From an optimization exercise on the open Yosys and OpenROAD flow, aimed at small area; shortcuts taken in it are not production practice. In this exercise RTL edits were held to simulation tests only and were not proved equivalent to the original. Power is estimated from default activity; no workload was simulated.

== run A ==
## CIPU
module CIPU(
    input clk,
    input rst,
    input [7:0] people_thing_in,
    input ready_fifo,
    input ready_lifo,
    input [7:0] thing_in,
    input [3:0] thing_num,
    output reg valid_fifo,
    output reg valid_lifo,
    output reg valid_fifo2,
    output [7:0] people_thing_out,
    output reg [7:0] thing_out,
    output reg done_thing,
    output reg done_fifo,
    output reg done_lifo,
    output reg done_fifo2
);
reg [1:0] st;
wire s_read = (st == 2'b01);
wire s_fout = (st == 2'b10);
wire s_lout = (st == 2'b11);
reg [4:0] pq [0:14];
reg [4:0] qi;           
reg [4:0] pout;
assign people_thing_out = {3'b010, pout};
reg [7:0] stk [0:14];
reg [3:0] top;
reg [3:0] cnt;          
wire letter  = s_read && (people_thing_in[7:5] == 3'b010) && (people_thing_in[4:0] != 5'd0) &&
               (people_thing_in[4:0] <= 5'd26);
wire is_semi = (thing_in == 8'h3B);
wire is_end  = (thing_in == 8'h24);
wire push    = s_read && !is_semi && !is_end && (top != 4'd15);
wire load    = is_semi && (cnt == 4'd0) && !valid_lifo && !done_thing;
wire popping = (cnt != 4'd0);
wire [3:0] topm1 = top - 4'd1;
wire [3:0] raddr = s_lout ? qi[3:0] : topm1;
wire [3:0] pq_ra = s_read ? (letter ? 4'd14 : 4'd15) : qi[3:0];
wire [4:0] pq_rd = (pq_ra == 4'd15) ? pout : pq[pq_ra];
wire num0    = (thing_num == 4'd0);    
wire lout_go = (top != 4'd0);
wire q_more  = !qi[4];
integer i;
always @(posedge clk) begin
    if (letter) begin
        pq[0] <= people_thing_in[4:0];
        for (i = 1; i < 15; i = i + 1) pq[i] <= pq[i-1];
    end
    if (push) stk[top] <= thing_in;
    pout <= pq_rd;
  ...
For scale: about 540 cells after synthesis, ~47 I/O pins, roughly 8500 µm² of cells after synthesis.
export LEC_CHECK = 0
export CAP_MARGIN = 10
export CORE_MARGIN = 2
export CORE_UTILIZATION = 75
export GPL_TIMING_DRIVEN = 0
export PLACE_DENSITY = 0.85
export SLEW_MARGIN = 10
create_clock -name core_clock -period 5.0 [get_ports {clk}]
standard.sh (not shown) runs the stock make flow with config.mk's settings and CLKGATE_MAP_FILE= SYNTH_SCRIPT=/design/flow/synth_recipe.tcl, a recipe that flattens the netlist after the stock synthesis.
==> flow/flow/run.sh <==
#!/bin/bash
# Standard ORFS layout, with the combinational logic of the standard synthesis
# re-mapped for area (registers untouched), small port buffers, and a clock tree
# of small clock buffers without dummy loads.
set -euo pipefail
export RDIR=$PWD/orfs/results/sky130hd/CIPU/base
export BUFFER_PORTS_ARGS="-buffer_cell sky130_fd_sc_hd__buf_1"
export CTS_ARGS="-sink_clustering_enable -repair_clock_nets -dont_use_dummy_load -buf_list {sky130_fd_sc_hd__clkbuf_4} -sink_clustering_size 10 -sink_clustering_max_diameter 40"
bash standard.sh synth > synth.log 2>&1
cp $RDIR/1_2_yosys.v $RDIR/1_2_yosys_std.v
# re-map with random seeds of ABC's deep synthesis, four at a time in parallel, in two
# rounds (the second starts from the first round's smallest netlist); keep the smallest
best=""; barea=""
pick() {
  for s in "$@"; do
    f=$RDIR/resynth_stat_$s.txt
    [ -f $f ] || continue
    a=$(grep "Chip area" $f | awk '{print $NF}')
    if [ -z "$best" ] || awk "BEGIN{exit !($a < $barea)}"; then best=$s; barea=$a; fi
  done
}
for s in 1 2 3 4; do
  RS_IN=$RDIR/1_2_yosys_std.v RS_TAG=$s ABC_SCRIPT="+strash;&get,-n;&deepsyn,-S,$s,-T,${DEEPSYN_T:-120};&dch,-f;&nf,-R,1000;&put" \
    yosys -c flow/resynth.tcl > resynth_$s.log 2>&1 &
done
wait || true
pick 1 2 3 4
if [ -n "$best" ]; then
  r1=$best
  for s in 5 6 7 8; do
    RS_IN=$RDIR/1_2_yosys_rs_$r1.v RS_TAG=$s ABC_SCRIPT="+strash;&get,-n;&deepsyn,-S,$s,-T,${DEEPSYN_T:-120};&dch,-f;&nf,-R,1000;&put" \
      yosys -c flow/resynth.tcl > resynth_$s.log 2>&1 &
  done
  wait || true
  pick 5 6 7 8
fi
echo "best seed: ${best:-none} area ${barea:-none}" > resynth_used.log
if [ -n "$best" ]; then
  cp $RDIR/1_2_yosys_rs_$best.v $RDIR/1_2_yosys_rs.v
  if yosys -c flow/equiv.tcl > equiv.log 2>&1; then
    cp $RDIR/1_2_yosys_rs.v $RDIR/1_2_yosys.v
    rm -f $RDIR/1_synth.odb $RDIR/1_synth.sdc
    echo "using the re-mapped netlist" >> resynth_used.log
  else
    echo "equivalence failed; using the standard netlist" >> resynth_used.log
  fi
fi
bash standard.sh > standard.log 2>&1
==> flow/flow/equiv.tcl <==
# Prove the re-mapped netlist equal to the standard one, register for register.
set lib $::env(FLOW_HOME)/platforms/sky130hd/lib/sky130_fd_sc_hd__tt_025C_1v80.lib
set rdir $::env(RDIR)
set top $::env(FLOW_TOP)
yosys read_liberty -ignore_miss_func $lib
yosys read_verilog $rdir/1_2_yosys_std.v
yosys rename $top gold
yosys read_verilog $rdir/1_2_yosys_rs.v
yosys rename $top gate
yosys flatten gold gate
yosys rename -hide w:_*
yosys async2sync
yosys opt_clean
yosys equiv_make gold gate eq
yosys hierarchy -top eq
yosys equiv_simple -undef
yosys equiv_induct -undef
yosys equiv_status -assert
==> flow/flow/resynth.tcl <==
# Re-map the combinational logic of the standard synthesis netlist for area.
# Every register cell of the standard synthesis is kept as it is (same instance,
# name and cell type); only the logic between them is re-synthesized.
set lib $::env(FLOW_HOME)/platforms/sky130hd/lib/sky130_fd_sc_hd__tt_025C_1v80.lib
set rdir $::env(RDIR)
set top $::env(FLOW_TOP)
yosys read_liberty -ignore_miss_func $lib
yosys read_verilog $::env(RS_IN)
yosys hierarchy -top $top
yosys blackbox *df* *dlx* *dlr* *dlclkp* *sdlclkp*
yosys flatten
yosys opt -purge
yosys abc -liberty $lib -dont_use sky130_fd_sc_hd__probe_p_8 -dont_use sky130_fd_sc_hd__probec_p_8 \
  -dont_use sky130_fd_sc_hd__lpflow_* -script $::env(ABC_SCRIPT)
yosys opt_clean -purge
yosys setundef -zero
yosys hilomap -singleton -hicell sky130_fd_sc_hd__conb_1 HI -locell sky130_fd_sc_hd__conb_1 LO
yosys splitnets
yosys opt_clean -purge
yosys rename -hide w:*.*
# left out here: hide names made inside functions
yosys tee -o $rdir/resynth_stat_$::env(RS_TAG).txt stat -liberty $lib
yosys write_verilog -noattr -noexpr -nohex -nodec $rdir/1_2_yosys_rs_$::env(RS_TAG).v
Per the final summary, run A finished and its layout is clean on timing, DRC and antenna.
Here is what was changed in the inputs of run B compared with run A.
-- flow/flow/equiv.tcl --
<<< run A, line 11
yosys rename -hide w:_*
>>> run B, line 11
-- flow/config.mk --
<<< run A, line 10
export CORE_UTILIZATION = 75
>>> run B, line 10
export CORE_UTILIZATION = 78
<<< run A, line 12
export PLACE_DENSITY = 0.85
>>> run B, line 12
export PLACE_DENSITY = 0.87
==> comparison <==
Layout multi-input combinational cell count ended up 12% higher on run B than on run A.
Relative to run A, part of the power in the clock network decreased by 1.9 points in run B.
Run A → run B: total leakage power up 0.64 nW; final area climbed about 11%; post-route worst setup slack saw an increase; final period demand of the worst path fell by 0.99 ns.
Cell type of the slowest stage on the worst timing path = nor2_1: run B; cell type of the slowest stage on the worst timing path = o41ai_1: run A
A end of the critical path of stk[13][4] is what run B shows, while pout[0] belongs to run A.
Changes in run C relative to run B:
-- flow/flow/run.sh --
<<< run B, line 11
# re-map with random seeds of ABC's deep synthesis, four at a time in parallel, in two
# rounds (the second starts from the first round's smallest netlist); keep the smallest
best=""; barea=""
pick() {
  for s in "$@"; do
    f=$RDIR/resynth_stat_$s.txt
    [ -f $f ] || continue
    a=$(grep "Chip area" $f | awk '{print $NF}')
    if [ -z "$best" ] || awk "BEGIN{exit !($a < $barea)}"; then best=$s; barea=$a; fi
  done
}
>>> run C, line 11
# re-map with four random seeds of ABC's deep synthesis in parallel; keep the smallest
<<< run B, line 23
  RS_IN=$RDIR/1_2_yosys_std.v RS_TAG=$s ABC_SCRIPT="+strash;&get,-n;&deepsyn,-S,$s,-T,${DEEPSYN_T:-120};&dch,-f;&nf,-R,1000;&put" \
>>> run C, line 13
  RS_TAG=$s ABC_SCRIPT="+strash;&get,-n;&deepsyn,-S,$s,-T,${DEEPSYN_T:-150};&dch,-f;&nf,-R,1000;&put" \
<<< run B, line 27
pick 1 2 3 4
if [ -n "$best" ]; then
  r1=$best
  for s in 5 6 7 8; do
    RS_IN=$RDIR/1_2_yosys_rs_$r1.v RS_TAG=$s ABC_SCRIPT="+strash;&get,-n;&deepsyn,-S,$s,-T,${DEEPSYN_T:-120};&dch,-f;&nf,-R,1000;&put" \
      yosys -c flow/resynth.tcl > resynth_$s.log 2>&1 &
  done
  wait || true
  pick 5 6 7 8
fi
>>> run C, line 17
best=""; barea=""
for s in 1 2 3 4; do
  f=$RDIR/resynth_stat_$s.txt
  [ -f $f ] || continue
  a=$(grep "Chip area" $f | awk '{print $NF}')
  if [ -z "$best" ] || awk "BEGIN{exit !($a < $barea)}"; then best=$s; barea=$a; fi
done
-- flow/flow/resynth.tcl --
<<< run B, line 8
yosys read_verilog $::env(RS_IN)
>>> run C, line 8
yosys read_verilog $rdir/1_2_yosys_std.v
-- flow/config.mk --
<<< run B, line 10
export CORE_UTILIZATION = 78
>>> run C, line 10
export CORE_UTILIZATION = 75
<<< run B, line 12
export PLACE_DENSITY = 0.87
>>> run C, line 12
export PLACE_DENSITY = 0.85
[summary]
Per the comparison of run C with run B, area enclosed by the die boundary decreased 7.5%; sequential share of cell area increased 7.8 points; routed metal-1 wirelength decreased about 5%.
Summary of run C over run B: count of fill cells added during filler insertion lost 33; area after synthesis lost about 11%; power density over the cells lost about 4.5%; multi-input gate area in the final layout lost 32%; post-route cell area lost 11%.
[inputs] run D vs run C
-- flow/flow/run.sh --
<<< run C, line 11
# re-map with four random seeds of ABC's deep synthesis in parallel; keep the smallest
>>> run D, line 11
# re-map with random seeds of ABC's deep synthesis, four at a time in parallel, in two
# rounds (the second starts from the first round's smallest netlist); keep the smallest
best=""; barea=""
pick() {
  for s in "$@"; do
    f=$RDIR/resynth_stat_$s.txt
    [ -f $f ] || continue
    a=$(grep "Chip area" $f | awk '{print $NF}')
    if [ -z "$best" ] || awk "BEGIN{exit !($a < $barea)}"; then best=$s; barea=$a; fi
  done
}
<<< run C, line 13
  RS_TAG=$s ABC_SCRIPT="+strash;&get,-n;&deepsyn,-S,$s,-T,${DEEPSYN_T:-150};&dch,-f;&nf,-R,1000;&put" \
>>> run D, line 23
  RS_IN=$RDIR/1_2_yosys_std.v RS_TAG=$s ABC_SCRIPT="+strash;&get,-n;&deepsyn,-S,$s,-T,${DEEPSYN_T:-120};&dch,-f;&nf,-R,1000;&put" \
<<< run C, line 17
best=""; barea=""
for s in 1 2 3 4; do
  f=$RDIR/resynth_stat_$s.txt
  [ -f $f ] || continue
  a=$(grep "Chip area" $f | awk '{print $NF}')
  if [ -z "$best" ] || awk "BEGIN{exit !($a < $barea)}"; then best=$s; barea=$a; fi
done
>>> run D, line 27
pick 1 2 3 4
if [ -n "$best" ]; then
  r1=$best
  for s in 5 6 7 8; do
    RS_IN=$RDIR/1_2_yosys_rs_$r1.v RS_TAG=$s ABC_SCRIPT="+strash;&get,-n;&deepsyn,-S,$s,-T,${DEEPSYN_T:-120};&dch,-f;&nf,-R,1000;&put" \
      yosys -c flow/resynth.tcl > resynth_$s.log 2>&1 &
  done
  wait || true
  pick 5 6 7 8
fi
-- flow/flow/equiv.tcl --
<<< run C, line 11
>>> run D, line 11
yosys rename -hide w:_*
-- flow/flow/resynth.tcl --
<<< run C, line 8
yosys read_verilog $rdir/1_2_yosys_std.v
>>> run D, line 8
yosys read_verilog $::env(RS_IN)
-- flow/config.mk --
<<< run C, line 10
export CORE_UTILIZATION = 75
>>> run D, line 10
export CORE_UTILIZATION = 78
<<< run C, line 12
export PLACE_DENSITY = 0.85
>>> run D, line 12
export PLACE_DENSITY = 0.87
Across run C and run D, the outcome is the same: a clean finish for every run.
Compared run D vs run C, and fraction of power consumed by combinational cells is up in run D.
Per the comparison of run D with run C, minimum hold slack has remained practically unchanged; synthesized area has remained practically unchanged.
The following lists how run E was set up differently from run D:
==> flow/flow/run.sh <==
#!/bin/bash
# Standard ORFS layout, with the combinational logic of the standard synthesis
# re-mapped for area (registers untouched), small port buffers, and a clock tree
# of small clock buffers without dummy loads.
set -euo pipefail
export RDIR=$PWD/orfs/results/sky130hd/CIPU/base
export BUFFER_PORTS_ARGS="-buffer_cell sky130_fd_sc_hd__buf_1"
export CTS_ARGS="-sink_clustering_enable -repair_clock_nets -dont_use_dummy_load -buf_list {sky130_fd_sc_hd__clkbuf_4 sky130_fd_sc_hd__clkbuf_8} -sink_clustering_size 16 -sink_clustering_max_diameter 60"
bash standard.sh synth > synth.log 2>&1
cp $RDIR/1_2_yosys.v $RDIR/1_2_yosys_std.v
# re-map with four random seeds of ABC's deep synthesis in parallel; keep the smallest
for s in 1 2 3 4; do
  RS_TAG=$s ABC_SCRIPT="+strash;&get,-n;&deepsyn,-S,$s,-T,${DEEPSYN_T:-150};&dch,-f;&nf,-R,1000;&put" \
    yosys -c flow/resynth.tcl > resynth_$s.log 2>&1 &
done
wait || true
best=""; barea=""
for s in 1 2 3 4; do
  f=$RDIR/resynth_stat_$s.txt
  [ -f $f ] || continue
  a=$(grep "Chip area" $f | awk '{print $NF}')
  if [ -z "$best" ] || awk "BEGIN{exit !($a < $barea)}"; then best=$s; barea=$a; fi
done
echo "best seed: ${best:-none} area ${barea:-none}" > resynth_used.log
if [ -n "$best" ]; then
  cp $RDIR/1_2_yosys_rs_$best.v $RDIR/1_2_yosys_rs.v
  if yosys -c flow/equiv.tcl > equiv.log 2>&1; then
    cp $RDIR/1_2_yosys_rs.v $RDIR/1_2_yosys.v
    rm -f $RDIR/1_synth.odb $RDIR/1_synth.sdc
    echo "using the re-mapped netlist" >> resynth_used.log
  else
    echo "equivalence failed; using the standard netlist" >> resynth_used.log
  fi
fi
bash standard.sh > standard.log 2>&1
-- flow/flow/equiv.tcl --
<<< run D, line 11
yosys rename -hide w:_*
>>> run E, line 11
-- flow/flow/resynth.tcl --
<<< run D, line 8
yosys read_verilog $::env(RS_IN)
>>> run E, line 8
yosys read_verilog $rdir/1_2_yosys_std.v
-- flow/config.mk --
<<< run D, line 8
export CAP_MARGIN = 10
>>> run E, line 8
export CAP_MARGIN = 20
<<< run D, line 10
export CORE_UTILIZATION = 78
>>> run E, line 10
export CORE_UTILIZATION = 75
<<< run D, line 12
export PLACE_DENSITY = 0.87
export SLEW_MARGIN = 10
>>> run E, line 12
export PLACE_DENSITY = 0.85
export SLEW_MARGIN = 20
Notes after the runs:
On placer's final routability congestion estimate, run E and run D are neck and neck.
The horizontal die dimension number comes out higher for run E vs run D.
~same area after synthesis in run E and run D
[run E vs run D] combined buffer and inverter count along the critical path: higher in run E
[compare] base=run D new=run E: share of power burned in the clock network rose 0.9 points; total clock buffers created by CTS lower; met3 track demand over resource in global routing increased 1.7 points; detailed-routed wire length on met3 rose 37%.

==> static timing again, ports no longer ideal <==
The flow's constraints put no driver on any port. The routed layouts listed below were extracted and timed again, unchanged, in two steps. Step 1, drivers: a clkbuf_16 drives clk and a buf_2 each remaining input, both assumed. Step 2, shift: input delay + t, output delay - t, t = (earliest + latest rising clock arrival at the registers) / 2. This alone moves slack from input paths to output paths. Three values: ideal ports, drivers, drivers and shift; two values: the first two.
run | shift t [ns] | slack for setup (ns) | hold slack, ns | worst setup path after step 2 | clock arrival spread, ns
run A | 0.642 | 0.904 / 0.904 / 0.763 | 0.371 / 0.355 / 0.426 | input to register | 0.044 / 0.044
run B | 0.657 | 1.898 / 1.906 / 1.249 | 0.428 / 0.428 / 0.428 | input to register | 0.051 / 0.050
run C | 0.646 | 1.029 / 1.029 / 0.713 | 0.383 / 0.365 / 0.426 | input to register | 0.034 / 0.034
run D | 0.631 | 1.241 / 1.241 / 1.038 | 0.380 / 0.368 / 0.423 | input to register | 0.048 / 0.049
run E | 0.514 | 1.076 / 1.093 / 0.579 | 0.442 / 0.442 / 0.442 | input to register | 0.067 / 0.067
After both steps every run listed still meets setup and hold. For run B, which loses most, drivers alone change the setup slack by +0.008 ns; drivers and shift together by -0.649 ns.
